Source: an optimization exercise on an open RTL-to-GDS flow (aim: small area, a short achievable clock period and few clock cycles). Production flows keep margins and buffers that such runs may drop. At most, simulation tests tie the RTL to the original design; equivalence was not proved.

Setup of run A:
## int_calc
module int_calc(clk, rst, start, A, B, done, int_add, int_sub, int_mul, int_div, int_mod, addCo, addCy, subCo, subCy);
==> module int_calc, before the edit <==
module int_calc(clk, rst, start, A, B, done, int_add, int_sub, int_mul, int_div, int_mod, addCo, addCy, subCo, subCy);
   input clk;
   input rst;
   input start;
   input [63:0] A;
   input [31:0] B;
   output done;
   output [31:0] int_add;
   output [31:0] int_sub;
   output [63:0] int_mul;
   output [31:0] int_div;
   output [31:0] int_mod;
   output addCo;
   output addCy;
   output subCo;
   output subCy;
   localparam TD = 1;           
   localparam TM = 1;           
   reg [31:0] b_r;              
   reg [63:0] p_r;              
   reg        last;             
   reg [31:0] r_r;              
   reg [31:0] q_r;              
   reg [31:0] sum_r;            
   reg [31:0] dif_r;            
   reg        add_c, sub_c;     
   reg        add_v, sub_v;     
   reg [3:0]  cnt;
   reg        busy;
   reg        done_r;
   wire       fin = busy & (cnt == 4'd15);    
   assign done    = done_r;
   assign int_mul = p_r;
   assign int_div = q_r;
   assign int_mod = r_r;
   assign int_add = sum_r;
   assign int_sub = dif_r;
   assign addCo   = add_c;
   assign addCy   = add_v;
   assign subCo   = sub_c;
   assign subCy   = sub_v;
   wire [1:0] sa = p_r[1:0];                   
   wire [1:0] sb = b_r[{cnt, 1'b0} +: 2];      
   wire       ac1 = (sa[0] & sb[0]) | (sa[0] & add_c) | (sb[0] & add_c);
   wire       ac2 = (sa[1] & sb[1]) | (sa[1] & ac1) | (sb[1] & ac1);
   wire [1:0] as = {sa[1] ^ sb[1] ^ ac1, sa[0] ^ sb[0] ^ add_c};
   wire       sc1 = (sa[0] & ~sb[0]) | (sa[0] & sub_c) | (~sb[0] & sub_c);
   wire       sc2 = (sa[1] & ~sb[1]) | (sa[1] & sc1) | (~sb[1] & sc1);
   wire [1:0] ds = {sa[1] ^ ~sb[1] ^ sc1, sa[0] ^ ~sb[0] ^ sub_c};
   wire [33:0] m_ext = {{2{b_r[31]}}, b_r};
   wire [2:0]  bd = {p_r[1:0], last};
   wire [33:0] pp = ((bd[1] ^ bd[0]) ? m_ext : (bd[2] ^ bd[0]) ? {m_ext[32:0], 1'b0} : 34'd0)
                    ^ {34{bd[2]}};
   wire [33:0] mt;
   wire        mco_unused;
   pfx_add #(.W(34), .T(TM)) u_mul(.a({{2{p_r[63]}}, p_r[63:32]}), .b(pp), .ci(bd[2]), .s(mt), .co(mco_unused));
   wire [63:0] p_next = {mt, p_r[31:2]};
   wire [33:0] R = {r_r, q_r[31:30]};
   wire [33:0] s1;              
   wire        c1;              
   pfx_add #(.W(34), .T(TD)) u_d1(.a(R), .b(~{2'b00, b_r}), .ci(1'b1), .s(s1), .co(c1));
   wire [32:0] s2;              
   wire        c2;              
   pfx_add #(.W(33), .T(TD)) u_d2(.a(R[33:1]), .b(~{1'b0, b_r}), .ci(1'b1), .s(s2), .co(c2));
   wire [35:0] x3 = {2'b00, R};
   wire [35:0] y3 = ~{4'b0000, b_r};
   wire [35:0] z3 = ~{3'b000, b_r, 1'b0};
   wire [35:0] cs_s = x3 ^ y3 ^ z3;
   wire [35:0] cs_c = (x3 & y3) | (x3 & z3) | (y3 & z3);
   wire [35:0] s3;              
   wire        co3_unused;
   pfx_add #(.W(36), .T(TD)) u_d3(.a(cs_s), .b({cs_c[34:0], 1'b1}), .ci(1'b1), .s(s3), .co(co3_unused));
   wire        c3 = ~s3[35];    
   wire        sel0 = ~c1;
   wire        sel1 = c1 & ~c2;
   wire        sel2 = c2 & ~c3;
   wire        sel3 = c3;
   wire [31:0] r_n = ({32{sel0}} & R[31:0]) | ({32{sel1}} & s1[31:0]) |
                     ({32{sel2}} & {s2[30:0], R[0]}) | ({32{sel3}} & s3[31:0]);
   wire [31:0] q_n = {q_r[29:0], c2, sel1 | sel3};
   always @(posedge clk) begin
      if (!busy) begin
         b_r  <= B;
         p_r  <= {32'd0, A[31:0]};
         last <= 1'b0;
         r_r  <= A[63:32];
         q_r  <= A[31:0];
      end else begin
         p_r  <= p_next;
         last <= p_r[1];
         r_r  <= r_n;
         q_r  <= q_n;
      end
      sum_r <= {as, sum_r[31:2]};
      dif_r <= {ds, dif_r[31:2]};
      add_c <= busy ? ac2 : 1'b0;
      sub_c <= busy ? sc2 : 1'b1;
      add_v <= ac1 ^ ac2;
      sub_v <= sc1 ^ sc2;
      if (rst) begin
         busy   <= 1'b0;
         done_r <= 1'b0;
         cnt    <= 4'd0;
      end else begin
         busy   <= start | (busy & ~fin);
         done_r <= fin;
         cnt    <= busy ? cnt + 4'd1 : 4'd0;
      end
   end
endmodule  
==> flow/config.mk <==
export PLATFORM = sky130hd
export DESIGN_NAME = int_calc
export DESIGN_NICKNAME = int_calc
export VERILOG_FILES = /design/flow/design.v
export SDC_FILE = /design/flow/constraint.sdc
export NUM_CORES = 4
export LEC_CHECK = 0
export CAP_MARGIN = 20
export CORE_MARGIN = 2
export CORE_UTILIZATION = 40
export SETUP_SLACK_MARGIN = 1.5
export SLEW_MARGIN = 20
==> flow/constraint.sdc <==
create_clock -name core_clock -period 21.0 [get_ports {clk}]
set_input_delay 4.2000 -clock core_clock [delete_from_list [all_inputs] [get_ports {clk}]]
set_output_delay 4.2000 -clock core_clock [all_outputs]
set_load 0.01 [all_outputs]
standard.sh (not shown) runs the stock make flow with config.mk's settings and CLKGATE_MAP_FILE= SYNTH_SCRIPT=/design/flow/synth_recipe.tcl, a recipe that flattens the netlist after the stock synthesis.
==> flow/flow/run.sh <==
#!/bin/bash
# Standard synthesis, then the ORFS layout with these changes: ports are
# buffered with buf_1 cells, timing repair aims at a larger setup slack
# margin, and the settings in params.sh (the clock period and all
# constraints are unchanged).
set -euo pipefail
W=$(pwd)
MARGIN=15.5
EXTRA=()
source flow/params.sh
bash standard.sh synth > synth.log 2>&1
make -C "$FLOW_HOME" DESIGN_CONFIG="$FLOW_CONFIG" WORK_HOME="$W/orfs" CLKGATE_MAP_FILE= \
  SYNTH_SCRIPT="$W/synth_recipe.tcl" CAP_MARGIN=20 CORE_MARGIN=2 CORE_UTILIZATION=40 \
  SETUP_SLACK_MARGIN=$MARGIN SLEW_MARGIN=20 \
  BUFFER_PORTS_ARGS="-buffer_cell sky130_fd_sc_hd__buf_1" "${EXTRA[@]}" finish > layout.log 2>&1
R="$W/orfs/results/$FLOW_PLATFORM/int_calc/base"
: # left out here: write the final layout as DEF
==> flow/flow/params.sh <==
MARGIN=15.5
EXTRA=( CORE_UTILIZATION=65 CTS_CLUSTER_SIZE=25 CTS_CLUSTER_DIAMETER=60 )
No stage failed in run A, and the final checks on the layout all came back clean.
The following lists how run B was set up differently from run A:
diff --git a/flow/design.v b/flow/design.v
--- a/flow/design.v
+++ b/flow/design.v
@@ -66,9 +66,9 @@
    localparam TD = 1;           
    localparam TM = 1;           
    reg [31:0] b_r;              
    reg [63:0] p_r;              
-   reg        last;             
+   reg        one_x, two_x;     
    reg [31:0] r_r;              
    reg [31:0] q_r;              
    reg [31:0] sum_r;            
    reg [31:0] dif_r;            
@@ -96,14 +96,13 @@
    wire       sc1 = (sa[0] & ~sb[0]) | (sa[0] & sub_c) | (~sb[0] & sub_c);
    wire       sc2 = (sa[1] & ~sb[1]) | (sa[1] & sc1) | (~sb[1] & sc1);
    wire [1:0] ds = {sa[1] ^ ~sb[1] ^ sc1, sa[0] ^ ~sb[0] ^ sub_c};
    wire [33:0] m_ext = {{2{b_r[31]}}, b_r};
-   wire [2:0]  bd = {p_r[1:0], last};
-   wire [33:0] pp = ((bd[1] ^ bd[0]) ? m_ext : (bd[2] ^ bd[0]) ? {m_ext[32:0], 1'b0} : 34'd0)
-                    ^ {34{bd[2]}};
+   wire        neg = p_r[1];
+   wire [33:0] pp = (({34{one_x}} & m_ext) | ({34{two_x}} & {m_ext[32:0], 1'b0})) ^ {34{neg}};
    wire [33:0] mt;
    wire        mco_unused;
-   pfx_add #(.W(34), .T(TM)) u_mul(.a({{2{p_r[63]}}, p_r[63:32]}), .b(pp), .ci(bd[2]), .s(mt), .co(mco_unused));
+   pfx_add #(.W(34), .T(TM)) u_mul(.a({{2{p_r[63]}}, p_r[63:32]}), .b(pp), .ci(neg), .s(mt), .co(mco_unused));
    wire [63:0] p_next = {mt, p_r[31:2]};
    wire [33:0] R = {r_r, q_r[31:30]};
    wire [33:0] s1;              
    wire        c1;              
@@ -130,14 +129,16 @@
    always @(posedge clk) begin
       if (!busy) begin
          b_r  <= B;
          p_r  <= {32'd0, A[31:0]};
-         last <= 1'b0;
+         one_x <= A[0];
+         two_x <= A[1] & ~A[0];
          r_r  <= A[63:32];
          q_r  <= A[31:0];
       end else begin
          p_r  <= p_next;
-         last <= p_r[1];
+         one_x <= p_r[2] ^ p_r[1];
+         two_x <= (p_r[3] ^ p_r[1]) & ~(p_r[2] ^ p_r[1]);
          r_r  <= r_n;
          q_r  <= q_n;
       end
       sum_r <= {as, sum_r[31:2]};
Notes after the runs:
Run B ends up with a post-synth design cell area that is 500 um2 lower than in run A. Run B against run A: estimated wirelength of the detail-placed design lower; signed area change from the synthesized netlist to the final layout went up by 1.6 points; full die area shrank by 3.3%; peak supply drop went down 20%. Status: maximum frequency from static timing analysis parity (run A, run B). The worst slew margin relative to its limit of run B is lower than that of run A. Higher clock-buffer cell count among run A and run B: run A. Comparing run A against run B, there is no change at all in number of buffer and inverter stages on the critical path. The final layout from run B, which completed every stage, passed the timing, DRC and antenna checks at the end of the flow.
Testbench counts of run B, summed over its fixed seeds: cycles 54,408.
Function not checked in run A: the RTL went through the layout flow alone.

-- separate check: timing with driven ports --
The results above use ideal ports. As a check the final layouts listed here were re-extracted and re-timed, cells and wires unchanged.
Step 1 sets driving cells, clkbuf_16 on the clock port and buf_2 on the other inputs (assumed; they add their load-dependent delay and slew).
Step 2 moves the port delays by t, midway between the first and last clock arrival at a register: inputs arrive t later, outputs are due t later. That takes back most of the time a late clock gives input paths.
Three values: ideal ports, drivers, drivers and shift; two values: the first two.
run | shift t [ns] | setup WS [ns] | worst setup path after step 2 | worst register clock-pin slew, ns
run A | 0.558 | 15.553 / 15.505 / 15.926 | register to register | 0.09 / 0.09
run B | 0.567 | 15.549 / 15.499 / 16.066 | register to output | 0.09 / 0.09
After both steps setup and hold are still met in every run listed.
